Background: an optimization exercise with open tools, aiming at small area, a short achievable clock period and few clock cycles per item. Do not read the settings as production practice.
At most, simulation tests tie the RTL to the original design; equivalence was not proved.
No functional check of the RTL was part of runs 4 to 6.
Power and IR drop assume default switching activity.

==> flow/design.v <==
`timescale 1ns / 1ps
module decimal_to_bcd #(
    parameter INPUT_WIDTH = 14,
    parameter DECIMAL_DIGITS = 4
)(
    input wire clk_i,
    input wire rst_i,
    input wire start_i,
    input wire [INPUT_WIDTH-1 : 0] binary_i,
    output reg [DECIMAL_DIGITS*4-1 : 0] bcd_o,
    output reg done_o
);
function [3:0] add3;
    input [3:0] d;
    begin
        add3[3] = d[3] | (d[2] & (d[1] | d[0]));
        add3[2] = (d[3] & d[0]) | (d[2] & ~d[1] & ~d[0]);
        add3[1] = (d[1] & (~d[2] | d[0])) | (d[3] & ~d[0]);
        add3[0] = (~d[3] & ~d[2] & d[0]) | (d[2] & d[1] & ~d[0]) | (d[3] & ~d[0]);
    end
endfunction
function [19:0] front;
    input [13:0] b;
    reg [29:0] sr;
    integer i, d;
    begin
        sr = {16'd0, b};
        for (i = 0; i < 10; i = i + 1) begin
            for (d = 0; d < 4; d = d + 1)
                sr[14 + d*4 +: 4] = add3(sr[14 + d*4 +: 4]);
            sr = sr << 1;
        end
        front = sr[29:10];
    end
endfunction
function [15:0] back;
    input [19:0] s;
    reg [29:0] sr;
    integer i, d;
    begin
        sr = {s, 10'd0};
        for (i = 10; i < 14; i = i + 1) begin
            for (d = 0; d < 4; d = d + 1)
                sr[14 + d*4 +: 4] = add3(sr[14 + d*4 +: 4]);
            sr = sr << 1;
        end
        back = sr[29:14];
    end
endfunction
wire [19:0] front_w = front(binary_i);
reg  [16:0] mid;
always @(posedge clk_i) begin
    mid <= front_w[16:0];
end
always @(posedge clk_i or posedge rst_i) begin
    if (rst_i) done_o <= 1'b0;
    else       done_o <= start_i;
end
always @(*) begin
    bcd_o = back({{(20-17){1'b0}}, mid});
end
endmodule
==> flow/flow/run.sh <==
#!/bin/bash
# Own layout flow: the standard layout (standard.sh) with
#  - synthesis run through ORFS's own synth script, but with the ABC area
#    script replaced by flow/abc_area.script (combinational mapping only;
#    registers and their names are the standard synthesis's),
#  - the port buffers made from a fast small buffer instead of the default,
set -euo pipefail
W=$(pwd)
BUF=${BUF:-sky130_fd_sc_hd__buf_1}
MARGIN=${MARGIN:-5.3}
CTS="-sink_clustering_enable -repair_clock_nets -dont_use_dummy_load -sink_clustering_size 30 -sink_clustering_max_diameter 200"
rm -rf "$W/scripts_mod"
cp -r "$FLOW_HOME/scripts" "$W/scripts_mod"
cp "$W/flow/abc_area.script" "$W/scripts_mod/abc_area.script"
bash standard.sh SCRIPTS_DIR="$W/scripts_mod" ABC_AREA=1 synth > "$W/synth.log" 2>&1
bash standard.sh "BUFFER_PORTS_ARGS=-buffer_cell $BUF" "CTS_ARGS=$CTS" SETUP_SLACK_MARGIN=$MARGIN finish > "$W/layout.log" 2>&1
==> flow/flow/abc_area.script <==
strash
balance -l
resub -K 6 -l
rewrite -l
resub -K 6 -N 2 -l
refactor -l
resub -K 8 -l
balance -l
resub -K 8 -N 2 -l
rewrite -l
resub -K 10 -l
rewrite -z -l
resub -K 10 -N 2 -l
balance -l
resub -K 12 -l
refactor -z -l
resub -K 12 -N 2 -l
rewrite -z -l
balance -l
dch -f
map -B 0.9
topo
buffer -c
upsize -c
dnsize -c
==> flow/standard.sh <==
#!/bin/bash
# synth_recipe.tcl (not shown) runs the flow's synth.tcl, then flattens the netlist and writes it again
# the make line also repeats each setting of config.mk as NAME=value (left out here)
make -C /OpenROAD-flow-scripts/flow DESIGN_CONFIG=/design/flow/config.mk WORK_HOME=/design/flow/orfs CLKGATE_MAP_FILE= SYNTH_SCRIPT=/design/flow/synth_recipe.tcl "${@:-finish}"
==> flow/config.mk <==
export PLATFORM = sky130hd
export DESIGN_NAME = decimal_to_bcd
export DESIGN_NICKNAME = decimal_to_bcd
export VERILOG_FILES = /design/flow/design.v
export SDC_FILE = /design/flow/constraint.sdc
export NUM_CORES = 4
export LEC_CHECK = 0
export ABC_AREA = 1
export CAP_MARGIN = 20
export CORE_MARGIN = 2
export CORE_UTILIZATION = 40
export SLEW_MARGIN = 20
==> flow/constraint.sdc <==
create_clock -name core_clock -period 10.0 [get_ports {clk_i}]
set_input_delay 2.0000 -clock core_clock [delete_from_list [all_inputs] [get_ports {clk_i}]]
set_output_delay 2.0000 -clock core_clock [all_outputs]
set_load 0.01 [all_outputs]
==> results of run 1 <==
[placed cells by master (no fill, tap or decap), types with 2 or more instances in the layout]
cell type                  synthesis  final
sky130_fd_sc_hd__nand2_2          19     28
sky130_fd_sc_hd__buf_6             0      2
sky130_fd_sc_hd__a31oi_1           2      2
sky130_fd_sc_hd__nor2_2            1      3
sky130_fd_sc_hd__nand2_1          82     69
sky130_fd_sc_hd__inv_2             7      8
sky130_fd_sc_hd__nor3_1            2      2
sky130_fd_sc_hd__a21oi_1          13     11
sky130_fd_sc_hd__nand3_1          15     13
sky130_fd_sc_hd__nand2_4           1      5
sky130_fd_sc_hd__nor2_1           25     22
sky130_fd_sc_hd__clkbuf_2          0      2
sky130_fd_sc_hd__o21ai_0          13     11
sky130_fd_sc_hd__dfxtp_1          17     16
sky130_fd_sc_hd__buf_1             0     28
sky130_fd_sc_hd__nand4_1           3      3
sky130_fd_sc_hd__clkbuf_8          0      3
sky130_fd_sc_hd__o21ai_1          12      9
sky130_fd_sc_hd__o21ai_2           0      4
sky130_fd_sc_hd__xor2_1            4      3
sky130_fd_sc_hd__inv_1            52     50
sky130_fd_sc_hd__a21oi_2           0      2
sky130_fd_sc_hd__or2_4             0      2
sky130_fd_sc_hd__a211oi_1          2      2
sky130_fd_sc_hd__buf_4             1     20
sky130_fd_sc_hd__o211ai_2          3      3
sky130_fd_sc_hd__o22ai_1          11     11
[flip-flops by register name, indices dropped and copies added (netlist names)]
| name | cells |
|---|---|
| done_o | 1 |
| mid | 17 |
[cells by family (layout without fill, tap and decap cells)]
family	count (synthesis)	in the layout	synth area share
simple gates	153	153	0.4019
xor+xnor	6	6	0.03132
buf+inv	61	116	0.1387
flops	18	18	0.2177
compound gates	59	59	0.2103
[power by group through the flow]
| stage | clock, W | combinational, W | sequential (W) |
|---|---|---|---|
| 2_1_floorplan | 0 | 0.000278 | 0.0000949 |
| 3_3_place_gp | 0 | 0.000356 | 0.0000970 |
| 3_5_place_dp | 0 | 0.000358 | 0.0000970 |
| 4_1_cts | 0.0000480 | 0.000363 | 0.0000954 |
| 5_1_grt | 0.0000507 | 0.000478 | 0.0000980 |
| 6_report | 0.0000466 | 0.000412 | 0.0000964 |
[metal layers]
| metal | wire length [um] | part of all wire |
|---|---|---|
| met1 | 1634 | 0.46 |
| met2 | 1867 | 0.52 |
| met3 | 57 | 0.016 |
| met4 | 27 | 0.0075 |
| met5 | 0 | 0 |
[metrics by stage]
step	util	hold slack (ns)
after floorplan	-	1.729
after global placement	0.4609	1.808
after detailed placement	0.4609	1.808
after CTS	0.4832	1.540
after global routing	0.5540	1.556
final	0.5540	1.546
[repair_timing]
action                                  in CTS  in global routing
resized for setup                           10                 47
pin swaps                                    3                 33
buffers inserted                             2                 18
endpoints found under the setup margin       5                 21
hold buffers                                 0                  0
[layout make-up]
class                           instances  area (um^2)  area share
Multi-Input combinational cell        218         1239      0.5549
Sequential cell                        18        366.6      0.1642
Timing Repair Buffer                   53        295.3      0.1323
Inverter                               60        227.7      0.1020
Tap cell                               50        62.56     0.02803
Clock buffer                            3        41.29     0.01850
[worst paths after layout]
| path | from | to | slack (ns) | cells past startpoint |
|---|---|---|---|---|
| max | binary_i[13] | mid[6] | 5.42 | 32 |
| min | rst_i | done_o | 1.55 | 2 |
| max in group asynchronous | rst_i | done_o | 8.37 | 2 |
| min in group core_clock | binary_i[2] | mid[2] | 1.84 | 1 |
==> impl_summary.log, run 1 <==
INFO  metric syn-num-nets = 314
INFO  metric htree_num_levels = 1
INFO  metric power.share.sequential = 0.174
INFO  metric relSlewSlack = 0.7931
INFO  metric initial_core_util = 0.4165
INFO  metric power_switching = 0.0002825 W
INFO  metric timing.critical_path.from_type = primary input
INFO  metric fp.dieW = 68.77 um
INFO  metric timing.critical_path.fanout_max = 6
INFO  metric yosysTopAreaCellShare = 0.2028
INFO  metric globalRouteMet1Util = 0.1672
INFO  metric design.final.nets = 371
INFO  metric grt_setup_unrepaired = yes
INFO  metric diode_insertion_count_for_antenna_repair = 0
INFO  metric pwr_density_cell = between 200 and 250 nW/um^2
INFO  metric swShare = 0.5086
INFO  metric critical_path_cell_with_the_highest_stage_delay = sky130_fd_sc_hd__or2_2
INFO  metric post-synth-top-count-cell = sky130_fd_sc_hd__nand2_1
INFO  metric total_global_routing_track_utilization = 0.1354
INFO  metric fillCellCount = 419
INFO  metric numPortBuffers = 33
INFO  metric final_area = 2232 um^2
INFO  metric p_leak = 1.154 nW
INFO  metric end_kind = register
INFO  metric use_met3 = 0.009740
INFO  metric synth_cells = around 300
INFO  metric post-place-cells = 379
INFO  metric crit_path_category = in2reg
INFO  metric antenna_violating_nets_post_route = 0
INFO  metric cell_taking_the_most_area_after_synthesis = sky130_fd_sc_hd__dfxtp_1
INFO  metric wire_per_inst = approximately 8.9 um
INFO  metric internal_power = around 0.00027 W
INFO  metric layout-drive-gt1-share = 0.2699
INFO  metric ys_top_cells_by_count = sky130_fd_sc_hd__nand2_1, sky130_fd_sc_hd__inv_1, sky130_fd_sc_hd__nor2_1
INFO  metric cts_tree = done
INFO  metric clock-sinks = 18
INFO  metric final_min_period_over_clock_period = 0.4583
INFO  metric area_delta_synth_final = 33.04%
INFO  metric clockBufferDepth = 2
INFO  metric finalSetupViolCount = 0
INFO  metric critPathRequiredTime = 10.14 ns
INFO  metric tritoncts.num_buffers = 3
INFO  metric synth-seq-area-share = 0.2177
INFO  metric grt_pass1_wl = 5106 um
INFO  metric tns = 0 ns
INFO  metric cell_chosen_for_the_clock_root = sky130_fd_sc_hd__clkbuf_8
INFO  metric layout.cells.non_filler = 402
INFO  metric min_path_type = in2async
INFO  metric edff_count_synth = 0
INFO  metric placement.cell_area = approximately 1900 um^2
INFO  metric timing.final.crit_period = 4.583 ns
INFO  metric power.share.combinational = 0.742
INFO  metric total_of_warnings_raised_by_yosys = 1
INFO  metric cpMostUsedCell = sky130_fd_sc_hd__nand2_2
INFO  metric synthesis.area_per_instance = 5.649 um^2
INFO  metric finalWeightedCongestion = 0.7538
INFO  metric maxSlewViolCount = 0
INFO  metric detailed_place_hpwl = 2600 um
INFO  metric coreArea = between 4000 and 5000 um^2
INFO  metric pin_count = 34
INFO  metric clock.fmax = approximately 0.22 GHz
INFO  metric overall_power = between 0.0005 and 0.0006 W
INFO  metric timing_worst_slew_pin_value = 0.3085 ns
INFO  metric floorplan.die.height = 68.77 um
INFO  metric power_frac_clock = 0.084
INFO  metric syn-cell-area = 1678 um^2
INFO  metric grt.met2_usage = 0.2440
INFO  metric busiest_layer = met2
INFO  metric grt_max_degree = 11
INFO  metric grt_remaining_overflow = 0
INFO  metric die_area = 4729 um^2
INFO  metric initial_antenna_violation_count = 0
INFO  metric first_global_vias = 1429
INFO  metric timing.max_cap.violations = 0
INFO  metric result_of_the_run = no timing/DRC/antenna violations
INFO  metric wire_length_after_detailed_routing = 3586 um
INFO  metric num_rows = 23
INFO  metric drt-pass1-iter-count = 4
INFO  metric crit_path_max_incr_delay = slightly above 0.3 ns
INFO  metric via_count = ~1900
INFO  metric synth_top_flop_cell = sky130_fd_sc_hd__dfxtp_1
INFO  metric clk_pin_slew = 0.06 ns
INFO  metric drt_initial_violations = 60
INFO  metric pre_cts_ws = 4.901 ns
INFO  metric critical-path-top-delay-family = simple AND/OR/NAND/NOR gates
INFO  metric synth-seq-cells = 18
INFO  metric pnr_worst_setup_slack = 5.417 ns
INFO  metric asyncSetResetFlopFracSynth = 0.05556
INFO  metric synth.area.top_cells = sky130_fd_sc_hd__dfxtp_1, sky130_fd_sc_hd__nand2_1, sky130_fd_sc_hd__inv_1
INFO  metric drc = 0
INFO  metric final-hold-violation-count = 0
INFO  metric critical_path_buf_inv_count = 2
INFO  metric arrival_worst_endpoint = 4.73 ns
INFO  metric detailed_route_vias_per_instance = 4.706
INFO  metric netlist-cell-type-count = 29
INFO  metric vdd_ir_drop_max = 0.1178 mV
Testbench counts, summed over its fixed seeds: cycles 2,048, items 2,048.
==> inputs of run 2 (changes only) <==
--- a/flow/flow/run.sh
+++ b/flow/flow/run.sh
@@ -7,7 +7,7 @@
 set -euo pipefail
 W=$(pwd)
 BUF=${BUF:-sky130_fd_sc_hd__buf_1}
-MARGIN=${MARGIN:-5.3}
+MARGIN=${MARGIN:-0}
 CTS="-sink_clustering_enable -repair_clock_nets -dont_use_dummy_load -sink_clustering_size 30 -sink_clustering_max_diameter 200"
 rm -rf "$W/scripts_mod"
 cp -r "$FLOW_HOME/scripts" "$W/scripts_mod"
==> flow/flow/abc_area.script (replaced) <==
strash
dch
map -B 0.9
topo
buffer -c
upsize -c
dnsize -c
==> impl_summary.log, run 2 <==
INFO  metric coreArea = 4755 um^2 (was 4029 um^2)
INFO  metric die_area = 5511 um^2 (was 4729 um^2)
INFO  metric largest_register = mid (unchanged)
INFO  metric wire_per_inst = 7.944 um (was 8.920 um)
INFO  metric initial_core_util = 0.4150 (was 0.4165)
INFO  metric clockBufferDepth = 2 (unchanged)
INFO  metric grt_pass1_wl = 6720 um (was 5106 um)
INFO  metric area_delta_synth_final = 12.24% (was 33.04%)
INFO  metric min_path_type = in2async (unchanged)
INFO  metric finalSetupViolCount = 0 (unchanged)
INFO  metric synth_compound_gate_area_share = 0.1712 (was 0.2103)
INFO  metric grt_remaining_overflow = 0 (unchanged)
INFO  metric final_area = 2215 um^2 (was 2232 um^2)
INFO  metric total_of_warnings_raised_by_yosys = 1 (unchanged)
INFO  metric synth_fa_ha_area_frac = 0 (unchanged)
INFO  metric crit_path_max_incr_delay = 0.44 ns (was 0.31 ns)
INFO  metric design.final.nets = 434 (was 371)
INFO  metric first_global_vias = 1797 (was 1429)
INFO  metric fp.dieW = 74.24 um (was 68.77 um)
INFO  metric pre_cts_ws = 5.864 ns (was 4.901 ns)
INFO  metric post_synth_and_or_nand_nor_area_fraction = 0.4686 (was 0.4019)
INFO  metric final_min_period_over_clock_period = 0.4415 (was 0.4583)
INFO  metric synth-seq-cells = 18 (unchanged)
INFO  metric crit_chain = nor2_1 -> inv_1 -> nor2_1 -> nor3_1 -> inv_1 -> o31ai_1 -> nand2_1 -> o211ai_1 -> nand3_1 -> o211ai_1 -> buf_1
INFO  metric maxSlewViolCount = 0 (unchanged)
INFO  metric largest_family_of_logic_cells_by_synthesized_area = simple AND/OR/NAND/NOR gates (unchanged)
INFO  metric synth_top_flop_cell = sky130_fd_sc_hd__dfxtp_1 (unchanged)
INFO  metric synthesis.area_per_instance = 5.192 um^2 (was 5.649 um^2)
INFO  metric numPortBuffers = 33 (unchanged)
INFO  metric timing_worst_slew_pin_value = 0.4973 ns (was 0.3085 ns)
INFO  metric synth_cells = 380 (was 297)
INFO  metric timing.final.crit_period = 4.415 ns (was 4.583 ns)
INFO  metric timing.critical_path.from_type = register (was primary input)
INFO  metric antenna_violating_nets_post_route = 0 (unchanged)
INFO  metric clock.fmax = 0.2265 GHz (was 0.2182 GHz)
INFO  metric pwr_density_cell = 253.4 nW/um^2 (was 248.9 nW/um^2)
INFO  metric total_global_routing_track_utilization = 0.1445 (was 0.1354)
INFO  metric tritoncts.num_buffers = 3 (unchanged)
INFO  metric multi_input_area = 1262 um^2 (was 1239 um^2)
INFO  metric edff_count_synth = 0 (unchanged)
INFO  metric busiest_layer = met2 (unchanged)
INFO  metric wire_length_after_detailed_routing = 3829 um (was 3586 um)
INFO  metric post_synth_xor_area_fraction = 0 (was 0.03132)
INFO  metric p_leak = 1.225 nW (was 1.154 nW)
INFO  metric final-hold-violation-count = 0 (unchanged)
INFO  metric fillCellCount = 555 (was 419)
INFO  metric netlist-cell-type-count = 23 (was 29)
INFO  metric clk_pin_slew = 0.06 ns (about the same)
INFO  metric largest_register_ffs = 17 (unchanged)
INFO  metric synth.area.top_cells = sky130_fd_sc_hd__dfxtp_1, sky130_fd_sc_hd__nand2_1, sky130_fd_sc_hd__inv_1 (unchanged)
INFO  metric detailed_place_hpwl = 3255 um (was 2600 um)
INFO  metric grt_setup_unrepaired = no (was yes)
INFO  metric end_kind = primary output (was register)
INFO  metric ff_latch_area = 365.4 um^2 (was 366.6 um^2)
INFO  metric pin_count = 34 (unchanged)
INFO  metric arrival_worst_endpoint = 2.42 ns (was 4.73 ns)
INFO  metric ys_top_cells_by_count = sky130_fd_sc_hd__nand2_1, sky130_fd_sc_hd__inv_1, sky130_fd_sc_hd__nor2_1 (unchanged)
INFO  metric mostFrequentLayoutCell = sky130_fd_sc_hd__nand2_1 (unchanged)
INFO  metric cell_chosen_for_the_clock_root = sky130_fd_sc_hd__clkbuf_8 (unchanged)
INFO  metric yosysTopAreaCellShare = 0.1725 (was 0.2028)
INFO  metric finalWeightedCongestion = 0.8627 (was 0.7538)
INFO  metric reg.largest.list = mid x17, done_o x1 (unchanged)
INFO  metric drt_initial_violations = 84 (was 60)
INFO  metric detailed_route_vias_per_instance = 4.633 (was 4.706)
INFO  metric crit_path_category = reg2out (was in2reg)
INFO  metric post_cts.repair.setup_buffers = 0 (was 2)
INFO  metric post-place-cells = 479 (was 379)
INFO  metric post_synthesis_mux_area_share = 0 (unchanged)
INFO  metric layout-drive-gt1-share = 0.06988 (was 0.2699)
INFO  metric mostFrequentLayoutCells = sky130_fd_sc_hd__nand2_1, sky130_fd_sc_hd__inv_1, sky130_fd_sc_hd__nor2_1, sky130_fd_sc_hd__nand3_1, sky130_fd_sc_hd__buf_1 (was sky130_fd_sc_hd__nand2_1, sky130_fd_sc_hd__inv_1, sky130_fd_sc_hd__nand2_2, sky130_fd_sc_hd__buf_1, sky130_fd_sc_hd__nor2_1)
INFO  metric relSlewSlack = 0.6656 (was 0.7931)
INFO  metric num_rows = 25 (was 23)
INFO  metric clock-sinks = 18 (unchanged)
INFO  metric critPathRequiredTime = 8.00 ns (was 10.14 ns)
INFO  metric asyncSetResetFlopFracSynth = 0.05556 (unchanged)
INFO  metric htree_num_levels = 1 (unchanged)
INFO  metric post-synth-top-count-cell = sky130_fd_sc_hd__nand2_1 (unchanged)
INFO  metric drt-pass1-iter-count = 4 (unchanged)
INFO  metric critical_path_cell_with_the_highest_stage_delay = sky130_fd_sc_hd__o31ai_1 (was sky130_fd_sc_hd__or2_2)
INFO  metric timing.critical_path.fanout_max = 4 (was 6)
INFO  metric grt_max_degree = 11 (unchanged)
INFO  metric synth-seq-area-share = 0.1852 (was 0.2177)
INFO  metric initial_antenna_violation_count = 0 (unchanged)
INFO  metric pnr_worst_setup_slack = 5.585 ns (was 5.417 ns)
INFO  metric drc = 0 (unchanged)
INFO  metric tns = 0 ns (unchanged)
INFO  metric vdd_ir_drop_max = 0.1061 mV (was 0.1178 mV)
INFO  metric layout.cells.non_filler = 482 (was 402)
INFO  metric number_of_buffers_inserted_for_hold_repair_after_clock_tree_synthesis = 0 (unchanged)
INFO  metric syn-cell-area = 1973 um^2 (was 1678 um^2)
INFO  metric syn-num-nets = 397 (was 314)
INFO  metric cts_tree = done (unchanged)
INFO  metric use_met3 = 0.008130 (was 0.009740)
INFO  metric globalRouteMet1Util = 0.1903 (was 0.1672)
INFO  metric cts_resized = 0 (was 10)
INFO  metric placement.cell_area = 2173 um^2 (was 1857 um^2)
INFO  metric grt.met2_usage = 0.2530 (was 0.2440)
INFO  metric floorplan.die.height = 74.24 um (was 68.77 um)
INFO  metric result_of_the_run = no timing/DRC/antenna violations (unchanged)
INFO  metric cell_taking_the_most_area_after_synthesis = sky130_fd_sc_hd__dfxtp_1 (unchanged)
INFO  metric timing.max_cap.violations = 0 (unchanged)
INFO  metric diode_insertion_count_for_antenna_repair = 0 (unchanged)
INFO  metric via_count = 2233 (was 1892)
run 2: power breakdown:
part           total (W)  leakage (nW)  switching (W)  internal, W
registers      0.0000971         0.154     0.00000974    0.0000873
logic           0.000417          1.05       0.000278     0.000139
clock network  0.0000469        0.0216      0.0000202    0.0000267
total           0.000561          1.23       0.000308     0.000253
run 2: per-stage QoR:
step	utilization	power, W	hold WS [ns]
floorplan	-	0.0004199	1.729
global placement	0.4571	0.0005077	1.806
detailed placement	0.4571	0.0005153	1.809
CTS	0.4658	0.0005648	1.537
global route	0.4658	0.0006359	1.546
finish	0.4658	0.0005611	1.545
run 2: kinds of logic (layout without fill, tap and decap cells):
kind of cell	count (synthesis)	count (layout)
compound gates	61	61
buf+inv	91	126
flops	18	18
simple gates	210	210
run 2: critical path, delay by kind of cell (launching register included):
kind / cells / cell delay, ns
buffers and inverters: 3 / 0.33
AO/OA/AOI/OAI: 3 / 0.88
flip-flops: 1 / 0.35
AND/OR/NAND/NOR: 5 / 0.60
run 2: layout make-up:
cell class	count	area share
multi-input cells	271	0.5701
flip-flops and latches	18	0.1650
inverters	90	0.1525
repair buffers	33	0.05593
well taps	67	0.03785
clock buffers	3	0.01864
run 2: layer usage:
layer / vias up / share of wire
li1: 1277 / -
met1: 924 / 0.51
met2: 27 / 0.45
met3: 5 / 0.022
met4: 0 / 0.015
met5: - / 0
run 2: final timing paths:
check	slack [ns]	to	from
setup / recovery	5.58	bcd_o[5]	mid[4]
hold / removal	1.54	done_o	rst_i
max in group asynchronous	8.37	done_o	rst_i
min in group core_clock	1.84	mid[1]	binary_i[1]
==> inputs of run 3 (changes only) <==
==> flow/flow/abc_area.script (replaced) <==
strash
&get -n
&dch -f
&nf -R 1000
&put
topo
buffer -c
upsize -c
dnsize -c
==> impl_summary.log, run 3 <==
INFO  metric antenna_violating_nets_post_route = 0 (unchanged)
INFO  metric final-hold-violation-count = 0 (unchanged)
INFO  metric syn-num-nets = 297 (was 397)
INFO  metric total_global_routing_track_utilization = 0.1424 (was 0.1445)
INFO  metric grt_max_degree = 11 (unchanged)
INFO  metric total_of_warnings_raised_by_yosys = 1 (unchanged)
INFO  metric grt_remaining_overflow = 0 (unchanged)
INFO  metric critical_path_cell_with_the_highest_stage_delay = sky130_fd_sc_hd__dfxtp_1 (was sky130_fd_sc_hd__o31ai_1)
INFO  metric layout.core_utilization = 0.4606 (was 0.4658)
INFO  metric coreArea = 4324 um^2 (was 4755 um^2)
INFO  metric post-place-cells = 363 (was 479)
INFO  metric htree_num_levels = 1 (unchanged)
INFO  metric floorplan.die.height = 70.58 um (was 74.24 um)
INFO  metric drt-pass1-iter-count = 4 (unchanged)
INFO  metric cell_chosen_for_the_clock_root = sky130_fd_sc_hd__clkbuf_8 (unchanged)
INFO  metric design.final.nets = 333 (was 434)
INFO  metric detailed_place_hpwl = 2776 um (was 3255 um)
INFO  metric reg.largest.list = mid x17, done_o x1 (unchanged)
INFO  metric syn-cell-area = 1773 um^2 (was 1973 um^2)
INFO  metric top_signal_layer_used = met4 (unchanged)
INFO  metric cts_tree = done (unchanged)
INFO  metric largest_register_ffs = 17 (unchanged)
INFO  metric final_min_period_over_clock_period = 0.4625 (was 0.4415)
INFO  metric final_area = 1992 um^2 (was 2215 um^2)
INFO  metric p_leak = 0.8050 nW (was 1.225 nW)
INFO  metric layout.cells.non_filler = 366 (was 482)
INFO  metric drc = 0 (unchanged)
INFO  metric via_count = 1898 (was 2233)
INFO  metric pwr_density_cell = 261.6 nW/um^2 (was 253.4 nW/um^2)
INFO  metric yosysTopAreaCellShare = 0.1920 (was 0.1725)
INFO  metric wire_per_inst = 9.219 um (was 7.944 um)
INFO  metric largest_register = mid (unchanged)
INFO  metric timing.critical_path.from_type = register (unchanged)
INFO  metric finalSetupViolCount = 0 (unchanged)
INFO  metric wire_length_after_detailed_routing = 3374 um (was 3829 um)
INFO  metric crit_chain = nand2b_1 -> nor2_1 -> a21oi_1 -> nor2_1 -> a211oi_1 -> a21oi_1 -> or2_2 -> or2_2 -> o211ai_1 -> buf_1 (was nor2_1 -> inv_1 -> nor2_1 -> nor3_1 -> inv_1 -> o31ai_1 -> nand2_1 -> o211ai_1 -> nand3_1 -> o211ai_1 -> buf_1)
INFO  metric clk_pin_slew = 0.06 ns (about the same)
INFO  metric grt_setup_unrepaired = no (unchanged)
INFO  metric mostFrequentLayoutCells = sky130_fd_sc_hd__nor2_1, sky130_fd_sc_hd__nand2_1, sky130_fd_sc_hd__buf_1, sky130_fd_sc_hd__o21ai_0, sky130_fd_sc_hd__inv_1 (was sky130_fd_sc_hd__nand2_1, sky130_fd_sc_hd__inv_1, sky130_fd_sc_hd__nor2_1, sky130_fd_sc_hd__nand3_1, sky130_fd_sc_hd__buf_1)
INFO  metric edff_count_synth = 0 (unchanged)
INFO  metric netlist-cell-type-count = 47 (was 23)
INFO  metric cell_taking_the_most_area_after_synthesis = sky130_fd_sc_hd__dfxtp_1 (unchanged)
INFO  metric post_cts.repair.setup_buffers = 0 (unchanged)
INFO  metric synth.area.top_cells = sky130_fd_sc_hd__dfxtp_1, sky130_fd_sc_hd__nor2_1, sky130_fd_sc_hd__nand2_1 (was sky130_fd_sc_hd__dfxtp_1, sky130_fd_sc_hd__nand2_1, sky130_fd_sc_hd__inv_1)
INFO  metric detailed_route_vias_per_instance = 5.186 (was 4.633)
INFO  metric wl_met2 = 1530 um (was 1719 um)
INFO  metric tritoncts.num_buffers = 3 (unchanged)
INFO  metric ys_top_cells_by_count = sky130_fd_sc_hd__nor2_1, sky130_fd_sc_hd__nand2_1, sky130_fd_sc_hd__o21ai_0 (was sky130_fd_sc_hd__nand2_1, sky130_fd_sc_hd__inv_1, sky130_fd_sc_hd__nor2_1)
INFO  metric synthesis.area_per_instance = 6.332 um^2 (was 5.192 um^2)
INFO  metric layout-drive-gt1-share = 0.08599 (was 0.06988)
INFO  metric clock.fmax = 0.2162 GHz (was 0.2265 GHz)
INFO  metric vdd_ir_drop_max = 0.1061 mV (about the same)
INFO  metric crit_path_category = reg2out (unchanged)
INFO  metric diode_insertion_count_for_antenna_repair = 0 (unchanged)
INFO  metric min_path_type = in2async (unchanged)
INFO  metric arrival_worst_endpoint = 2.63 ns (was 2.42 ns)
INFO  metric synth-seq-area-share = 0.2061 (was 0.1852)
INFO  metric maxSlewViolCount = 0 (unchanged)
INFO  metric met3_wirelength = 72 um (was 83 um)
INFO  metric critPathRequiredTime = 8.00 ns (about the same)
INFO  metric timing_worst_slew_pin_value = 0.7091 ns (was 0.4973 ns)
INFO  metric critical_path_buf_inv_count = 1 (was 3)
INFO  metric relSlewSlack = 0.5213 (was 0.6656)
INFO  metric critical-path-top-delay-family = simple AND/OR/NAND/NOR gates (was compound AO/OA/AOI/OAI gates)
INFO  metric cts_resized = 0 (unchanged)
INFO  metric first_global_vias = 1574 (was 1797)
INFO  metric mostFrequentLayoutCell = sky130_fd_sc_hd__nor2_1 (was sky130_fd_sc_hd__nand2_1)
INFO  metric tns = 0 ns (unchanged)
INFO  metric area_delta_synth_final = 12.35% (was 12.24%)
INFO  metric drt_initial_violations = 36 (was 84)
INFO  metric die_area = 4981 um^2 (was 5511 um^2)
INFO  metric synth_top_flop_cell = sky130_fd_sc_hd__dfxtp_1 (unchanged)
INFO  metric grt_pass1_wl = 6161 um (was 6720 um)
INFO  metric synth_cells = 280 (was 380)
INFO  metric clock-sinks = 18 (unchanged)
INFO  metric fp.dieW = 70.58 um (was 74.24 um)
INFO  metric timing.max_cap.violations = 0 (unchanged)
INFO  metric initial_core_util = 0.4100 (was 0.4150)
INFO  metric timing.critical_path.fanout_max = 5 (was 4)
INFO  metric finalWeightedCongestion = 0.7402 (was 0.8627)
INFO  metric synth-seq-cells = 18 (unchanged)
INFO  metric crit_path_max_incr_delay = 0.40 ns (was 0.44 ns)
INFO  metric placement.cell_area = 1951 um^2 (was 2173 um^2)
INFO  metric pin_count = 34 (unchanged)
INFO  metric post-synth-top-count-cell = sky130_fd_sc_hd__nor2_1 (was sky130_fd_sc_hd__nand2_1)
INFO  metric num_rows = 24 (was 25)
INFO  metric detail_route.wirelength.met1 = 1743 um (was 1966 um)
INFO  metric clockBufferDepth = 2 (unchanged)
INFO  metric end_kind = primary output (unchanged)
INFO  metric asyncSetResetFlopFracSynth = 0.05556 (unchanged)
INFO  metric numPortBuffers = 33 (unchanged)
INFO  metric hold_ws = 1.548 ns (was 1.545 ns)
INFO  metric result_of_the_run = no timing/DRC/antenna violations (unchanged)
INFO  metric number_of_buffers_inserted_for_hold_repair_after_clock_tree_synthesis = 0 (unchanged)
INFO  metric timing.final.crit_period = 4.625 ns (was 4.415 ns)
INFO  metric initial_antenna_violation_count = 0 (unchanged)
## run 3: cell count changes after synthesis, sizes merged, moves of 5 or more
cell    before  now
o22ai       10    5
nand3       34   11
nand2       99   33
nand4        9    0
and3         0    6
inv         89   18
and2         1    6
o21a         0    6
nand2b       0    9
or2          0    8
a21o         0    5
o21ai       21   38
## run 3: metal layers
| layer | vias up | GRT usage |
|---|---|---|
| li1 | 1057 | - |
| met1 | 819 | 0.1933 |
| met2 | 20 | 0.2358 |
| met3 | 2 | 0.01425 |
| met4 | 0 | 0.05241 |
| met5 | - | 0 |
## run 3: where the power goes
group / internal [W] / total, W / switching (W)
Combinational: 0.000143 / 0.000374 / 0.000231
Sequential: 0.0000867 / 0.000100 / 0.0000136
Clock: 0.0000266 / 0.0000471 / 0.0000205
## run 3: worst max-delay path by stage
stage	from	end	slack, ns	cells past startpoint
2_1_floorplan	binary_i[11]	mid[9]	5.72	14
3_3_place_gp	binary_i[11]	mid[9]	5.25	15
3_5_place_dp	binary_i[11]	mid[9]	5.26	15
4_1_cts	mid[8]	bcd_o[9]	5.37	10
5_1_grt	mid[12]	bcd_o[13]	5.09	10
6_report	mid[8]	bcd_o[9]	5.37	10
## run 3: cell families after synthesis
kind of cell	Yosys count	synth area share
muxes	1	0.005646
and+or+nand+nor	148	0.4065
AOI/OAI and AO/OA	93	0.3374
DFF	18	0.2061
buffers and inverters	20	0.04446
## run 3: area by class of cell
| class | instances | area (um^2) |
|---|---|---|
| fill | 460 | 2332 |
| multi-input combinational | 242 | 1329 |
| sequential | 18 | 365.4 |
| timing repair buffer | 33 | 123.9 |
| inverter | 18 | 67.56 |
| tap | 52 | 65.06 |
| clock buffer | 3 | 41.29 |
## run 3: through the flow
stage | power (W) | worst slack, ns
floorplan | 0.0003905 | 5.723
global placement | 0.0004697 | 5.254
detailed placement | 0.0004753 | 5.263
CTS | 0.0005251 | 5.368
global route | 0.0005910 | 5.091
finish | 0.0005211 | 5.375
==> inputs of run 4 (changes only) <==
--- a/flow/design.v
+++ b/flow/design.v
@@ -19,27 +19,27 @@
         add3[0] = (~d[3] & ~d[2] & d[0]) | (d[2] & d[1] & ~d[0]) | (d[3] & ~d[0]);
     end
 endfunction
-function [19:0] front;
+function [18:0] front;
     input [13:0] b;
     reg [29:0] sr;
     integer i, d;
     begin
         sr = {16'd0, b};
-        for (i = 0; i < 10; i = i + 1) begin
+        for (i = 0; i < 11; i = i + 1) begin
             for (d = 0; d < 4; d = d + 1)
                 sr[14 + d*4 +: 4] = add3(sr[14 + d*4 +: 4]);
             sr = sr << 1;
         end
-        front = sr[29:10];
+        front = sr[29:11];
     end
 endfunction
 function [15:0] back;
-    input [19:0] s;
+    input [18:0] s;
     reg [29:0] sr;
     integer i, d;
     begin
-        sr = {s, 10'd0};
-        for (i = 10; i < 14; i = i + 1) begin
+        sr = {s, 11'd0};
+        for (i = 11; i < 14; i = i + 1) begin
             for (d = 0; d < 4; d = d + 1)
                 sr[14 + d*4 +: 4] = add3(sr[14 + d*4 +: 4]);
             sr = sr << 1;
@@ -47,7 +47,7 @@
         back = sr[29:14];
     end
 endfunction
-wire [19:0] front_w = front(binary_i);
+wire [18:0] front_w = front(binary_i);
 reg  [16:0] mid;
 always @(posedge clk_i) begin
     mid <= front_w[16:0];
@@ -57,6 +57,6 @@
     else       done_o <= start_i;
 end
 always @(*) begin
-    bcd_o = back({{(20-17){1'b0}}, mid});
+    bcd_o = back({{(19-17){1'b0}}, mid});
 end
 endmodule
==> flow/flow/abc_area.script (replaced) <==
strash
dch
map -B 0.9
topo
buffer -c
upsize -c
dnsize -c
==> impl_summary.log, run 4 <==
INFO  metric cell_chosen_for_the_clock_root = sky130_fd_sc_hd__clkbuf_8 (unchanged)
INFO  metric synthesis.area_per_instance = 5.433 um^2 (was 6.332 um^2)
INFO  metric layout.core_utilization = 0.4674 (was 0.4606)
INFO  metric synth_cells = 397 (was 280)
INFO  metric grt_remaining_overflow = 0 (unchanged)
INFO  metric finalSetupViolCount = 0 (unchanged)
INFO  metric end_kind = register (was primary output)
INFO  metric final-hold-violation-count = 0 (unchanged)
INFO  metric design.final.nets = 451 (was 333)
INFO  metric yosysTopAreaCellShare = 0.1705 (was 0.1920)
INFO  metric timing_worst_slew_pin_value = 0.3453 ns (was 0.7091 ns)
INFO  metric clock.fmax = 0.2495 GHz (was 0.2162 GHz)
INFO  metric synth-seq-cells = 18 (unchanged)
INFO  metric critical_path_buf_inv_count = 5 (was 1)
INFO  metric grt_pass1_wl = 7983 um (was 6161 um)
INFO  metric fp.dieW = 77.44 um (was 70.58 um)
INFO  metric post-place-cells = 499 (was 363)
INFO  metric critical_path_launch_point = binary_i[13] (was mid[8])
INFO  metric relSlewSlack = 0.7680 (was 0.5213)
INFO  metric post-synth-top-count-cell = sky130_fd_sc_hd__nand2_1 (was sky130_fd_sc_hd__nor2_1)
INFO  metric power_switching = 0.0002968 W (was 0.0002649 W)
INFO  metric synth.area.top_cells = sky130_fd_sc_hd__nand2_1, sky130_fd_sc_hd__dfxtp_1, sky130_fd_sc_hd__inv_1 (was sky130_fd_sc_hd__dfxtp_1, sky130_fd_sc_hd__nor2_1, sky130_fd_sc_hd__nand2_1)
INFO  metric num_rows = 26 (was 24)
INFO  metric reg.largest.list = mid x17, done_o x1 (unchanged)
INFO  metric synth_top_flop_cell = sky130_fd_sc_hd__dfxtp_1 (unchanged)
INFO  metric clockBufferDepth = 2 (unchanged)
INFO  metric detailed_route_vias_per_instance = 4.727 (was 5.186)
INFO  metric initial_core_util = 0.4197 (was 0.4100)
INFO  metric power_frac_clock = 0.087 (was 0.090)
INFO  metric power.share.sequential = 0.193 (about the same)
INFO  metric total_of_warnings_raised_by_yosys = 1 (unchanged)
INFO  metric timing.final.crit_period = 4.007 ns (was 4.625 ns)
INFO  metric layout.cells.non_filler = 502 (was 366)
INFO  metric clock-sinks = 18 (unchanged)
INFO  metric grt_max_degree = 10 (was 11)
INFO  metric placement.cell_area = 2361 um^2 (was 1951 um^2)
INFO  metric crit_path_category = in2reg (was reg2out)
INFO  metric htree_num_levels = 1 (unchanged)
INFO  metric largest_register = mid (unchanged)
INFO  metric timing.max_cap.violations = 0 (unchanged)
INFO  metric area_delta_synth_final = 11.37% (was 12.35%)
INFO  metric timing.critical_path.fanout_max = 7 (was 5)
INFO  metric internal_power = 0.0002523 W (was 0.0002563 W)
INFO  metric vdd_ir_drop_max = 0.1138 mV (was 0.1061 mV)
INFO  metric number_of_buffers_inserted_for_hold_repair_after_clock_tree_synthesis = 0 (unchanged)
INFO  metric swShare = 0.5406 (was 0.5083)
INFO  metric netlist-cell-type-count = 29 (was 47)
INFO  metric edff_count_synth = 0 (unchanged)
INFO  metric timing.critical_path.from_type = primary input (was register)
INFO  metric p_leak = 1.368 nW (was 0.8050 nW)
INFO  metric asyncSetResetFlopFracSynth = 0.05556 (unchanged)
INFO  metric diode_insertion_count_for_antenna_repair = 0 (unchanged)
INFO  metric die_area = 5996 um^2 (was 4981 um^2)
INFO  metric tritoncts.num_buffers = 3 (unchanged)
INFO  metric grt_setup_unrepaired = no (unchanged)
INFO  metric maxSlewViolCount = 0 (unchanged)
INFO  metric first_global_vias = 2129 (was 1574)
INFO  metric min_path_type = in2async (unchanged)
INFO  metric post_cts.repair.setup_buffers = 0 (unchanged)
INFO  metric cts_resized = 0 (unchanged)
INFO  metric syn-num-nets = 414 (was 297)
INFO  metric syn-cell-area = 2157 um^2 (was 1773 um^2)
INFO  metric floorplan.die.height = 77.44 um (was 70.58 um)
INFO  metric result_of_the_run = no timing/DRC/antenna violations (unchanged)
INFO  metric crit_chain = buf_1 -> inv_2 -> a21oi_2 -> nand2_1 -> nand2_2 -> inv_2 -> nor2_8 -> inv_2 -> o21ai_2 -> nand2_2 -> nand2_2 -> nand2_2 -> nor2_1 -> nor2_1 -> nand2_1 -> nand2_1 -> nor2_2 -> inv_1 -> nand2_1 -> nand3_1 -> nand2_1 -> nand2_1 (was nand2b_1 -> nor2_1 -> a21oi_1 -> nor2_1 -> a211oi_1 -> a21oi_1 -> or2_2 -> or2_2 -> o211ai_1 -> buf_1)
INFO  metric cell_taking_the_most_area_after_synthesis = sky130_fd_sc_hd__nand2_1 (was sky130_fd_sc_hd__dfxtp_1)
INFO  metric synth-seq-area-share = 0.1694 (was 0.2061)
INFO  metric cts_tree = done (unchanged)
INFO  metric numPortBuffers = 33 (unchanged)
INFO  metric wire_per_inst = 8.295 um (was 9.219 um)
INFO  metric crit_path_max_incr_delay = 0.23 ns (was 0.40 ns)
INFO  metric pwr_density_cell = 228.6 nW/um^2 (was 261.6 nW/um^2)
INFO  metric drc = 0 (unchanged)
INFO  metric critPathRequiredTime = 10.14 ns (was 8.00 ns)
INFO  metric mostFrequentLayoutCells = sky130_fd_sc_hd__nand2_1, sky130_fd_sc_hd__inv_1, sky130_fd_sc_hd__nand3_1, sky130_fd_sc_hd__nor2_1, sky130_fd_sc_hd__buf_1 (was sky130_fd_sc_hd__nor2_1, sky130_fd_sc_hd__nand2_1, sky130_fd_sc_hd__buf_1, sky130_fd_sc_hd__o21ai_0, sky130_fd_sc_hd__inv_1)
INFO  metric drt_initial_violations = 78 (was 36)
INFO  metric total_global_routing_track_utilization = 0.1512 (was 0.1424)
INFO  metric fillCellCount = 606 (was 460)
INFO  metric clk_pin_slew = 0.06 ns (about the same)
INFO  metric tns = 0 ns (unchanged)
INFO  metric drt-pass1-iter-count = 4 (unchanged)
INFO  metric critical_path_cell_with_the_highest_stage_delay = sky130_fd_sc_hd__buf_1 (was sky130_fd_sc_hd__dfxtp_1)
INFO  metric largest_register_ffs = 17 (unchanged)
INFO  metric ff_latch_area = 365.4 um^2 (unchanged)
INFO  metric finalWeightedCongestion = 0.9062 (was 0.7402)
INFO  metric cpMostUsedCell = sky130_fd_sc_hd__nand2_1
INFO  metric layout-drive-gt1-share = 0.1273 (was 0.08599)
INFO  metric wire_length_after_detailed_routing = 4164 um (was 3374 um)
INFO  metric mostFrequentLayoutCell = sky130_fd_sc_hd__nand2_1 (was sky130_fd_sc_hd__nor2_1)
INFO  metric power.share.combinational = 0.720 (was 0.717)
INFO  metric arrival_worst_endpoint = 4.15 ns (was 2.63 ns)
INFO  metric coreArea = 5140 um^2 (was 4324 um^2)
INFO  metric via_count = 2373 (was 1898)
INFO  metric critical-path-top-delay-family = simple AND/OR/NAND/NOR gates (unchanged)
INFO  metric detailed_place_hpwl = 3613 um (was 2776 um)
INFO  metric initial_antenna_violation_count = 0 (unchanged)
INFO  metric antenna_violating_nets_post_route = 0 (unchanged)
INFO  metric final_min_period_over_clock_period = 0.4007 (was 0.4625)
INFO  metric ys_top_cells_by_count = sky130_fd_sc_hd__nand2_1, sky130_fd_sc_hd__inv_1, sky130_fd_sc_hd__nand3_1, sky130_fd_sc_hd__nor2_1, sky130_fd_sc_hd__nand2_2 (was sky130_fd_sc_hd__nor2_1, sky130_fd_sc_hd__nand2_1, sky130_fd_sc_hd__o21ai_0)
INFO  metric multi_input_area = 1450 um^2 (was 1329 um^2)
INFO  metric pin_count = 34 (unchanged)
INFO  metric final_area = 2402 um^2 (was 1992 um^2)
## run 4: changes by cell type after synthesis, sizes merged, moves of 6 or more
| cell | delta |
|---|---|
| inv | +70 |
| nand2 | +87 |
| o21ai | -17 |
| and3 | -6 |
| nand3 | +39 |
| nand4 | +9 |
| nand2b | -9 |
| and2 | -6 |
| or2 | -8 |
## run 4: cells by family after synthesis
family	count (synthesis)	share of synthesized area
AOI/OAI and AO/OA	49	0.1299
and+or+nand+nor	240	0.5423
DFF	18	0.1694
buffers and inverters	90	0.1584
## run 4: area by class of cell
type | instances | share of cell area
tap | 70 | 0.03646
inverter | 89 | 0.1391
sequential | 18 | 0.1521
timing repair buffer | 33 | 0.05156
multi-input combinational | 289 | 0.6036
clock buffer | 3 | 0.01719
## run 4: power groups by stage
stage | sequential [W] | combinational, W | clock (W)
after floorplan | 0.000104 | 0.000311 | 0
after detailed placement | 0.000108 | 0.000397 | 0
final | 0.000106 | 0.000395 | 0.0000479
after CTS | 0.000106 | 0.000399 | 0.0000504
after global placement | 0.000108 | 0.000392 | 0
after global routing | 0.000109 | 0.000463 | 0.0000537
## run 4: how the worst max path moves through the flow
stage | cells after the start | slack, ns | end
after floorplan | 18 | 6.23 | mid[15]
after global placement | 24 | 5.74 | mid[8]
after detailed placement | 22 | 5.75 | mid[11]
after CTS | 22 | 6.01 | mid[11]
after global routing | 22 | 5.62 | mid[8]
final | 22 | 5.99 | mid[11]
## run 4: layer usage
| metal | GRT usage | share of wire | up-vias |
|---|---|---|---|
| met5 | 0 | 0 | - |
| met3 | 0.01279 | 0.030 | 5 |
| li1 | - | - | 1318 |
| met2 | 0.2783 | 0.48 | 37 |
| met1 | 0.1854 | 0.48 | 1013 |
| met4 | 0.04643 | 0.013 | 0 |
## run 4: stage by stage
| stage | hold slack (ns) | worst slack [ns] | total power, W |
|---|---|---|---|
| after global placement | 1.806 | 5.743 | 0.0005001 |
| after detailed placement | 1.808 | 5.749 | 0.0005049 |
| final | 1.550 | 5.993 | 0.0005491 |
| after CTS | 1.543 | 6.014 | 0.0005551 |
| after global routing | 1.546 | 5.617 | 0.0006259 |
| after floorplan | 1.729 | 6.228 | 0.0004145 |
==> inputs of run 5 (changes only) <==
--- a/flow/design.v
+++ b/flow/design.v
@@ -19,44 +19,45 @@
         add3[0] = (~d[3] & ~d[2] & d[0]) | (d[2] & d[1] & ~d[0]) | (d[3] & ~d[0]);
     end
 endfunction
-function [18:0] front;
+function [20:0] front;
     input [13:0] b;
     reg [29:0] sr;
     integer i, d;
     begin
         sr = {16'd0, b};
-        for (i = 0; i < 11; i = i + 1) begin
+        for (i = 0; i < 9; i = i + 1) begin
             for (d = 0; d < 4; d = d + 1)
                 sr[14 + d*4 +: 4] = add3(sr[14 + d*4 +: 4]);
             sr = sr << 1;
         end
-        front = sr[29:11];
+        front = sr[29:9];
     end
 endfunction
 function [15:0] back;
-    input [18:0] s;
+    input [20:0] s;
     reg [29:0] sr;
     integer i, d;
     begin
-        sr = {s, 11'd0};
-        for (i = 11; i < 14; i = i + 1) begin
+        sr = {s, 9'd0};
+        for (i = 9; i < 14; i = i + 1) begin
             for (d = 0; d < 4; d = d + 1)
-                sr[14 + d*4 +: 4] = add3(sr[14 + d*4 +: 4]);
+                if (i > 8)
+                    sr[14 + d*4 +: 4] = add3(sr[14 + d*4 +: 4]);
             sr = sr << 1;
         end
         back = sr[29:14];
     end
 endfunction
-wire [18:0] front_w = front(binary_i);
-reg  [16:0] mid;
+wire [20:0] front_w = front(binary_i);
+reg  [15:0] mid;
 always @(posedge clk_i) begin
-    mid <= front_w[16:0];
+    mid <= front_w[15:0];
 end
 always @(posedge clk_i or posedge rst_i) begin
     if (rst_i) done_o <= 1'b0;
     else       done_o <= start_i;
 end
 always @(*) begin
-    bcd_o = back({{(19-17){1'b0}}, mid});
+    bcd_o = back({{(21-16){1'b0}}, mid});
 end
 endmodule
==> impl_summary.log, run 5 <==
INFO  metric finalWeightedCongestion = 0.8222 (was 0.9062)
INFO  metric clock.fmax = 0.2365 GHz (was 0.2495 GHz)
INFO  metric tns = 0 ns (unchanged)
INFO  metric min_path_type = in2async (unchanged)
INFO  metric cts_tree = done (unchanged)
INFO  metric layout.core_utilization = 0.4657 (was 0.4674)
INFO  metric timing.max_cap.violations = 0 (unchanged)
INFO  metric reg.largest.list = mid x16, done_o x1 (was mid x17, done_o x1)
INFO  metric timing.critical_path.fanout_max = 5 (was 7)
INFO  metric finalSetupViolCount = 0 (unchanged)
INFO  metric detailed_place_hpwl = 3779 um (was 3613 um)
INFO  metric layout.cells.non_filler = 515 (was 502)
INFO  metric cell_taking_the_most_area_after_synthesis = sky130_fd_sc_hd__nand2_1 (unchanged)
INFO  metric yosysTopAreaCellShare = 0.2429 (was 0.1705)
INFO  metric pnr_worst_setup_slack = 5.772 ns (was 5.993 ns)
INFO  metric design.final.nets = 464 (was 451)
INFO  metric first_global_vias = 2159 (was 2129)
INFO  metric total_global_routing_track_utilization = 0.1568 (was 0.1512)
INFO  metric crit_path_category = reg2out (was in2reg)
INFO  metric post_cts.repair.setup_buffers = 0 (unchanged)
INFO  metric coreArea = 5172 um^2 (was 5140 um^2)
INFO  metric drc = 0 (unchanged)
INFO  metric worst-path-stages = 13 (was 22)
INFO  metric critical_path_cell_with_the_highest_stage_delay = sky130_fd_sc_hd__dfxtp_1 (was sky130_fd_sc_hd__buf_1)
INFO  metric initial_antenna_violation_count = 0 (unchanged)
INFO  metric post-synth-top-count-cell = sky130_fd_sc_hd__nand2_1 (unchanged)
INFO  metric final-hold-violation-count = 0 (unchanged)
INFO  metric cpMostUsedCell = sky130_fd_sc_hd__nand2_1 (unchanged)
INFO  metric grt_setup_unrepaired = no (unchanged)
INFO  metric detailed_route_vias_per_instance = 4.740 (was 4.727)
INFO  metric arrival_worst_endpoint = 2.23 ns (was 4.15 ns)
INFO  metric initial_core_util = 0.4182 (was 0.4197)
INFO  metric clock-sinks = 17 (was 18)
INFO  metric clockBufferDepth = 2 (unchanged)
INFO  metric pwr_density_cell = 248.9 nW/um^2 (was 228.6 nW/um^2)
INFO  metric numPortBuffers = 33 (unchanged)
INFO  metric total_of_warnings_raised_by_yosys = 1 (unchanged)
INFO  metric timing_worst_slew_pin_value = 0.3481 ns (was 0.3453 ns)
INFO  metric synth_cells = 410 (was 397)
INFO  metric synth_top_flop_cell = sky130_fd_sc_hd__dfxtp_1 (unchanged)
INFO  metric cts_resized = 0 (unchanged)
INFO  metric mostFrequentLayoutCells = sky130_fd_sc_hd__nand2_1, sky130_fd_sc_hd__nand3_1, sky130_fd_sc_hd__inv_1, sky130_fd_sc_hd__nor2_1, sky130_fd_sc_hd__buf_1 (was sky130_fd_sc_hd__nand2_1, sky130_fd_sc_hd__inv_1, sky130_fd_sc_hd__nand3_1, sky130_fd_sc_hd__nor2_1, sky130_fd_sc_hd__buf_1)
INFO  metric tritoncts.num_buffers = 3 (unchanged)
INFO  metric htree_num_levels = 1 (unchanged)
INFO  metric end_kind = primary output (was register)
INFO  metric relSlewSlack = 0.7655 (was 0.7680)
INFO  metric ys_top_cells_by_count = sky130_fd_sc_hd__nand2_1, sky130_fd_sc_hd__nand3_1, sky130_fd_sc_hd__inv_1 (was sky130_fd_sc_hd__nand2_1, sky130_fd_sc_hd__inv_1, sky130_fd_sc_hd__nand3_1, sky130_fd_sc_hd__nor2_1, sky130_fd_sc_hd__nand2_2)
INFO  metric crit_chain = nor2_2 -> a21boi_2 -> nand2_1 -> nand2_1 -> nand2_1 -> o21ai_2 -> nand2_1 -> nand2_1 -> nand2_1 -> inv_1 -> nand3_1 -> nand3_1 -> buf_1 (was buf_1 -> inv_2 -> a21oi_2 -> nand2_1 -> nand2_2 -> inv_2 -> nor2_8 -> inv_2 -> o21ai_2 -> nand2_2 -> nand2_2 -> nand2_2 -> nor2_1 -> nor2_1 -> nand2_1 -> nand2_1 -> nor2_2 -> inv_1 -> nand2_1 -> nand3_1 -> nand2_1 -> nand2_1)
INFO  metric critPathRequiredTime = 8.00 ns (was 10.14 ns)
INFO  metric die_area = 6012 um^2 (was 5996 um^2)
INFO  metric final_min_period_over_clock_period = 0.4228 (was 0.4007)
INFO  metric cell_chosen_for_the_clock_root = sky130_fd_sc_hd__clkbuf_8 (unchanged)
INFO  metric crit_path_max_incr_delay = 0.42 ns (was 0.23 ns)
INFO  metric vdd_ir_drop_max = 0.1284 mV (was 0.1138 mV)
INFO  metric num_rows = 26 (unchanged)
INFO  metric wire_per_inst = 8.497 um (was 8.295 um)
INFO  metric area_delta_synth_final = 11.34% (was 11.37%)
INFO  metric diode_insertion_count_for_antenna_repair = 0 (unchanged)
INFO  metric result_of_the_run = no timing/DRC/antenna violations (unchanged)
INFO  metric wire_length_after_detailed_routing = 4376 um (was 4164 um)
INFO  metric floorplan.die.height = 77.54 um (was 77.44 um)
INFO  metric critical_path_buf_inv_count = 2 (was 5)
INFO  metric mostFrequentLayoutCell = sky130_fd_sc_hd__nand2_1 (unchanged)
INFO  metric timing.critical_path.from_type = register (was primary input)
INFO  metric number_of_buffers_inserted_for_hold_repair_after_clock_tree_synthesis = 0 (unchanged)
INFO  metric grt_remaining_overflow = 0 (unchanged)
INFO  metric synth.area.top_cells = sky130_fd_sc_hd__nand2_1, sky130_fd_sc_hd__dfxtp_1, sky130_fd_sc_hd__nand3_1 (was sky130_fd_sc_hd__nand2_1, sky130_fd_sc_hd__dfxtp_1, sky130_fd_sc_hd__inv_1)
INFO  metric post-place-cells = 512 (was 499)
INFO  metric drt-pass1-iter-count = 5 (was 4)
INFO  metric critical-path-top-delay-family = simple AND/OR/NAND/NOR gates (unchanged)
INFO  metric timing.final.crit_period = 4.228 ns (was 4.007 ns)
INFO  metric syn-num-nets = 427 (was 414)
INFO  metric fp.dieW = 77.54 um (was 77.44 um)
INFO  metric layout-drive-gt1-share = 0.1326 (was 0.1273)
INFO  metric grt_max_degree = 10 (unchanged)
INFO  metric clk_pin_slew = 0.06 ns (about the same)
INFO  metric netlist-cell-type-count = 23 (was 29)
INFO  metric synthesis.area_per_instance = 5.276 um^2 (was 5.433 um^2)
INFO  metric p_leak = 1.336 nW (was 1.368 nW)
INFO  metric synth-seq-area-share = 0.1596 (was 0.1694)
INFO  metric synth-seq-cells = 17 (was 18)
INFO  metric pin_count = 34 (unchanged)
INFO  metric pre_cts_ws = 6.024 ns (was 5.749 ns)
INFO  metric drt_initial_violations = 92 (was 78)
INFO  metric syn-cell-area = 2163 um^2 (was 2157 um^2)
INFO  metric hold_ws = 1.546 ns (was 1.550 ns)
INFO  metric maxSlewViolCount = 0 (unchanged)
INFO  metric via_count = 2441 (was 2373)
INFO  metric largest_register = mid (unchanged)
INFO  metric grt_pass1_wl = 8245 um (was 7983 um)
INFO  metric edff_count_synth = 0 (unchanged)
INFO  metric antenna_violating_nets_post_route = 0 (unchanged)
INFO  metric asyncSetResetFlopFracSynth = 0.05882 (was 0.05556)
INFO  metric largest_register_ffs = 16 (was 17)
## run 5: kinds of logic after synthesis
logic type,after synthesis,share of synthesized area
buf+inv,64,0.1128
flops,17,0.1596
compound gates,44,0.1365
simple gates,285,0.5911
## run 5: power by group
group / internal, W / total, W / leakage [nW] / switching (W)
clock: 0.0000267 / 0.0000472 / 0.0216 / 0.0000205
sequential: 0.0000786 / 0.0000883 / 0.146 / 0.00000967
combinational: 0.000152 / 0.000464 / 1.17 / 0.000312
total: 0.000257 / 0.000600 / 1.34 / 0.000342
## run 5: metal layers
metal  vias up  part of all wire  wire [um]  global-route usage
met2        26              0.46       1996              0.2765
met3         5             0.020         86             0.01395
met1      1022              0.51       2246              0.2037
met5         -                 0          0                   0
met4         0             0.011         48             0.04286
li1       1388                 -          -                   -
## run 5: path summary, 6_finish.rpt
kind,end,from,slack [ns]
max in group asynchronous,done_o,rst_i,8.36
setup / recovery,bcd_o[9],mid[9],5.77
min in group core_clock,mid[0],binary_i[0],1.84
hold / removal,done_o,rst_i,1.55
## run 5: final cells by class
| type | instances | area (um^2) |
|---|---|---|
| multi-input cells | 329 | 1574 |
| well taps | 70 | 87.58 |
| clock buffers | 3 | 41.29 |
| inverters | 63 | 236.5 |
| repair buffers | 33 | 123.9 |
| fillers | 572 | 2764 |
| flip-flops and latches | 17 | 345.3 |
## run 5: through the flow
step	total power, W	instance area [um^2]
final	0.0005995	2409
after detailed placement	0.0005561	2367
after floorplan	0.0004578	2163
after global placement	0.0005490	2367
after global routing	0.0006836	2409
after CTS	0.0006046	2409
==> inputs of run 6 (changes only) <==
==> flow/flow/abc_area.script (replaced) <==
strash
&get -n
&dch -f
&nf -R 1000
&put
topo
buffer -c
upsize -c
dnsize -c
==> impl_summary.log, run 6 <==
INFO  metric maxSlewViolCount = 0 (unchanged)
INFO  metric layout.core_utilization = 0.4638 (was 0.4657)
INFO  metric cts_tree = done (unchanged)
INFO  metric synth_top_flop_cell = sky130_fd_sc_hd__dfxtp_1 (unchanged)
INFO  metric tns = 0 ns (unchanged)
INFO  metric timing.max_cap.violations = 0 (unchanged)
INFO  metric tritoncts.num_buffers = 3 (unchanged)
INFO  metric cell_chosen_for_the_clock_root = sky130_fd_sc_hd__clkbuf_8 (unchanged)
INFO  metric post-synth-top-count-cell = sky130_fd_sc_hd__nor2_1 (was sky130_fd_sc_hd__nand2_1)
INFO  metric asyncSetResetFlopFracSynth = 0.05882 (unchanged)
INFO  metric antenna_violating_nets_post_route = 0 (unchanged)
INFO  metric diode_insertion_count_for_antenna_repair = 0 (unchanged)
INFO  metric coreArea = 4324 um^2 (was 5172 um^2)
INFO  metric mostFrequentLayoutCell = sky130_fd_sc_hd__nor2_1 (was sky130_fd_sc_hd__nand2_1)
INFO  metric clock-sinks = 17 (unchanged)
INFO  metric arrival_worst_endpoint = 2.73 ns (was 2.23 ns)
INFO  metric cts_resized = 0 (unchanged)
INFO  metric pin_count = 34 (unchanged)
INFO  metric design.final.nets = 330 (was 464)
INFO  metric drt-pass1-iter-count = 4 (was 5)
INFO  metric edff_count_synth = 0 (unchanged)
INFO  metric pre_cts_ws = 5.552 ns (was 6.024 ns)
INFO  metric largest_register = mid (unchanged)
INFO  metric grt_remaining_overflow = 0 (unchanged)
INFO  metric layout-drive-gt1-share = 0.09968 (was 0.1326)
INFO  metric min_path_type = in2async (unchanged)
INFO  metric wire_length_after_detailed_routing = 3274 um (was 4376 um)
INFO  metric timing.final.crit_period = 4.726 ns (was 4.228 ns)
INFO  metric wire_per_inst = 9.019 um (was 8.497 um)
INFO  metric synth_cells = 277 (was 410)
INFO  metric end_kind = primary output (unchanged)
INFO  metric synth.area.top_cells = sky130_fd_sc_hd__dfxtp_1, sky130_fd_sc_hd__nor2_1, sky130_fd_sc_hd__o21ai_1 (was sky130_fd_sc_hd__nand2_1, sky130_fd_sc_hd__dfxtp_1, sky130_fd_sc_hd__nand3_1)
INFO  metric p_leak = 0.8031 nW (was 1.336 nW)
INFO  metric timing.critical_path.from_type = register (unchanged)
INFO  metric fp.dieW = 70.84 um (was 77.54 um)
INFO  metric result_of_the_run = no timing/DRC/antenna violations (unchanged)
INFO  metric critPathRequiredTime = 8.00 ns (about the same)
INFO  metric syn-cell-area = 1787 um^2 (was 2163 um^2)
INFO  metric final_min_period_over_clock_period = 0.4726 (was 0.4228)
INFO  metric total_of_warnings_raised_by_yosys = 1 (unchanged)
INFO  metric drt_initial_violations = 48 (was 92)
INFO  metric grt_pass1_wl = 5899 um (was 8245 um)
INFO  metric fillCellCount = 475 (was 572)
INFO  metric first_global_vias = 1547 (was 2159)
INFO  metric relSlewSlack = 0.6502 (was 0.7655)
INFO  metric final-hold-violation-count = 0 (unchanged)
INFO  metric cp-endpoint = bcd_o[6] (was bcd_o[9])
INFO  metric grt_setup_unrepaired = no (unchanged)
INFO  metric reg.largest.list = mid x16, done_o x1 (unchanged)
INFO  metric syn-num-nets = 294 (was 427)
INFO  metric detailed_route_vias_per_instance = 5.121 (was 4.740)
INFO  metric vdd_ir_drop_max = 0.09900 mV (was 0.1284 mV)
INFO  metric total_global_routing_track_utilization = 0.1355 (was 0.1568)
INFO  metric pnr_worst_setup_slack = 5.274 ns (was 5.772 ns)
INFO  metric via_count = 1859 (was 2441)
INFO  metric htree_num_levels = 1 (unchanged)
INFO  metric numPortBuffers = 33 (unchanged)
INFO  metric synth-seq-cells = 17 (unchanged)
INFO  metric clockBufferDepth = 2 (unchanged)
INFO  metric finalSetupViolCount = 0 (unchanged)
INFO  metric placement.cell_area = 1964 um^2 (was 2367 um^2)
INFO  metric number_of_buffers_inserted_for_hold_repair_after_clock_tree_synthesis = 0 (unchanged)
INFO  metric clock.fmax = 0.2116 GHz (was 0.2365 GHz)
INFO  metric post_cts.repair.setup_buffers = 0 (unchanged)
INFO  metric ff_latch_area = 345.3 um^2 (unchanged)
INFO  metric timing_worst_slew_pin_value = 0.5192 ns (was 0.3481 ns)
INFO  metric multi_input_area = 1351 um^2 (was 1574 um^2)
INFO  metric drc = 0 (unchanged)
INFO  metric initial_antenna_violation_count = 0 (unchanged)
INFO  metric crit_path_category = reg2out (unchanged)
INFO  metric pwr_density_cell = 291.5 nW/um^2 (was 248.9 nW/um^2)
INFO  metric finalWeightedCongestion = 0.7800 (was 0.8222)
INFO  metric clk_pin_slew = 0.05 ns (was 0.06 ns)
INFO  metric critical_path_launch_point = mid[8] (was mid[9])
INFO  metric grt_max_degree = 10 (unchanged)
INFO  metric num_rows = 24 (was 26)
INFO  metric largest_register_ffs = 16 (unchanged)
INFO  metric cell_taking_the_most_area_after_synthesis = sky130_fd_sc_hd__dfxtp_1 (was sky130_fd_sc_hd__nand2_1)
INFO  metric ys_top_cells_by_count = sky130_fd_sc_hd__nor2_1, sky130_fd_sc_hd__nand2_1, sky130_fd_sc_hd__inv_1, sky130_fd_sc_hd__o21ai_1, sky130_fd_sc_hd__dfxtp_1 (was sky130_fd_sc_hd__nand2_1, sky130_fd_sc_hd__nand3_1, sky130_fd_sc_hd__inv_1)
INFO  metric detailed_place_hpwl = 2760 um (was 3779 um)
INFO  metric synthesis.area_per_instance = 6.450 um^2 (was 5.276 um^2)
INFO  metric final_area = 2006 um^2 (was 2409 um^2)
INFO  metric initial_core_util = 0.4132 (was 0.4182)
INFO  metric timing.critical_path.fanout_max = 5 (unchanged)
INFO  metric area_delta_synth_final = 12.25% (was 11.34%)
INFO  metric yosysTopAreaCellShare = 0.1793 (was 0.2429)
INFO  metric die_area = 5018 um^2 (was 6012 um^2)
INFO  metric mostFrequentLayoutCells = sky130_fd_sc_hd__nor2_1, sky130_fd_sc_hd__buf_1, sky130_fd_sc_hd__nand2_1, sky130_fd_sc_hd__inv_1, sky130_fd_sc_hd__o21ai_1 (was sky130_fd_sc_hd__nand2_1, sky130_fd_sc_hd__nand3_1, sky130_fd_sc_hd__inv_1, sky130_fd_sc_hd__nor2_1, sky130_fd_sc_hd__buf_1)
INFO  metric synth-seq-area-share = 0.1933 (was 0.1596)
INFO  metric floorplan.die.height = 70.84 um (was 77.54 um)
INFO  metric netlist-cell-type-count = 46 (was 23)
run 6: changes by cell type in the layout (fill, tap and decap cells not counted), moves of 10 or more:
cell                       delta
sky130_fd_sc_hd__nand4_1     -14
sky130_fd_sc_hd__nand2_2     -14
sky130_fd_sc_hd__nand3_1     -47
sky130_fd_sc_hd__nand2_1    -118
sky130_fd_sc_hd__o21ai_1     +10
sky130_fd_sc_hd__inv_1       -36
sky130_fd_sc_hd__nor2b_1     +11
sky130_fd_sc_hd__nand2b_1    +14
run 6: worst min-delay path by stage:
stage	cells past startpoint	end	start	slack (ns)
2_1_floorplan	1	done_o	rst_i	1.73
3_3_place_gp	2	done_o	rst_i	1.81
3_5_place_dp	2	done_o	rst_i	1.81
4_1_cts	2	done_o	rst_i	1.55
5_1_grt	2	done_o	rst_i	1.57
6_report	2	done_o	rst_i	1.56
run 6: worst max-delay path, stage by stage (launching register included):
cell and delay (ns):
sky130_fd_sc_hd__dfxtp_1 0.38, sky130_fd_sc_hd__nor2b_1 0.22, sky130_fd_sc_hd__a21oi_2 0.07, sky130_fd_sc_hd__nor2_1 0.20, sky130_fd_sc_hd__inv_2 0.04, sky130_fd_sc_hd__a21oi_1 0.24
sky130_fd_sc_hd__nor2_1 0.10, sky130_fd_sc_hd__inv_1 0.06, sky130_fd_sc_hd__o22ai_1 0.05, sky130_fd_sc_hd__a31oi_1 0.29, sky130_fd_sc_hd__nor2b_1 0.18, sky130_fd_sc_hd__o21ai_1 0.13
sky130_fd_sc_hd__or2_1 0.28, sky130_fd_sc_hd__o21ai_1 0.07, sky130_fd_sc_hd__buf_1 0.16
run 6: area by class of cell:
| class | instances | area share |
|---|---|---|
| multi-input cells | 237 | 0.6737 |
| well taps | 52 | 0.03244 |
| clock buffers | 3 | 0.02059 |
| repair buffers | 33 | 0.06176 |
| flip-flops and latches | 17 | 0.1722 |
| inverters | 21 | 0.03930 |
run 6: kinds of logic after synthesis:
group / after synthesis / synth area share
multiplexers: 2 / 0.01190
buffers and inverters: 23 / 0.05042
AND/OR/NAND/NOR: 140 / 0.3873
AO/OA/AOI/OAI: 95 / 0.3571
flip-flops: 17 / 0.1933
run 6: metal layers:
layer | vias up | global-route usage | routed length (um)
met5 | - | 0 | 0
met4 | 0 | 0.04403 | 23
met3 | 2 | 0.01282 | 77
met2 | 19 | 0.2233 | 1474
met1 | 788 | 0.1866 | 1698
li1 | 1050 | - | -
run 6: power by group:
part	switching (W)	internal [W]
combinational	0.000277	0.000172
clock	0.0000183	0.0000266
sequential	0.0000116	0.0000793
total	0.000307	0.000278
run 6: per-stage QoR:
step                      hold slack, ns  total power, W  std cells
final                              1.557       0.0005846        363
after global routing               1.571       0.0006567        363
after CTS                          1.547       0.0005910        363
after detailed placement           1.810       0.0005432        360
after global placement             1.808       0.0005375        360
after floorplan                    1.729       0.0004481        277

-- re-timing with driven ports --
Ports are ideal in the flow. The routed layouts listed here were re-timed in OpenROAD.
Step 1, drivers: a clkbuf_16 drives clk_i and a buf_2 each remaining input, both assumed.
Step 2 also shifts input and output timing later by t, the mid clock arrival at the registers, as if the neighbouring blocks saw the same clock.
Three values: ideal, step 1, step 2; two values: the first two.
| run | t, ns | setup slack, ns | hold WS [ns] | clock arrival spread, ns | slew at the worst register clock pin (ns) |
|---|---|---|---|---|---|
| run 1 | 0.263 | 5.417 / 5.414 / 5.151 | 1.546 / 1.546 / 1.809 | 0.010 / 0.010 | 0.06 / 0.06 |
| run 2 | 0.268 | 5.585 / 5.561 / 5.828 | 1.545 / 1.542 / 1.810 | 0.007 / 0.007 | 0.06 / 0.06 |
| run 3 | 0.265 | 5.375 / 5.351 / 5.243 | 1.548 / 1.544 / 1.809 | 0.003 / 0.004 | 0.06 / 0.06 |
| run 4 | 0.268 | 5.993 / 5.994 / 5.727 | 1.550 / 1.548 / 1.815 | 0.003 / 0.003 | 0.06 / 0.06 |
| run 5 | 0.269 | 5.772 / 5.748 / 6.016 | 1.546 / 1.542 / 1.811 | 0.006 / 0.007 | 0.06 / 0.06 |
| run 6 | 0.260 | 5.274 / 5.250 / 5.510 | 1.557 / 1.553 / 1.813 | 0.001 / 0.000 | 0.05 / 0.05 |
After both steps every run listed still meets setup and hold.
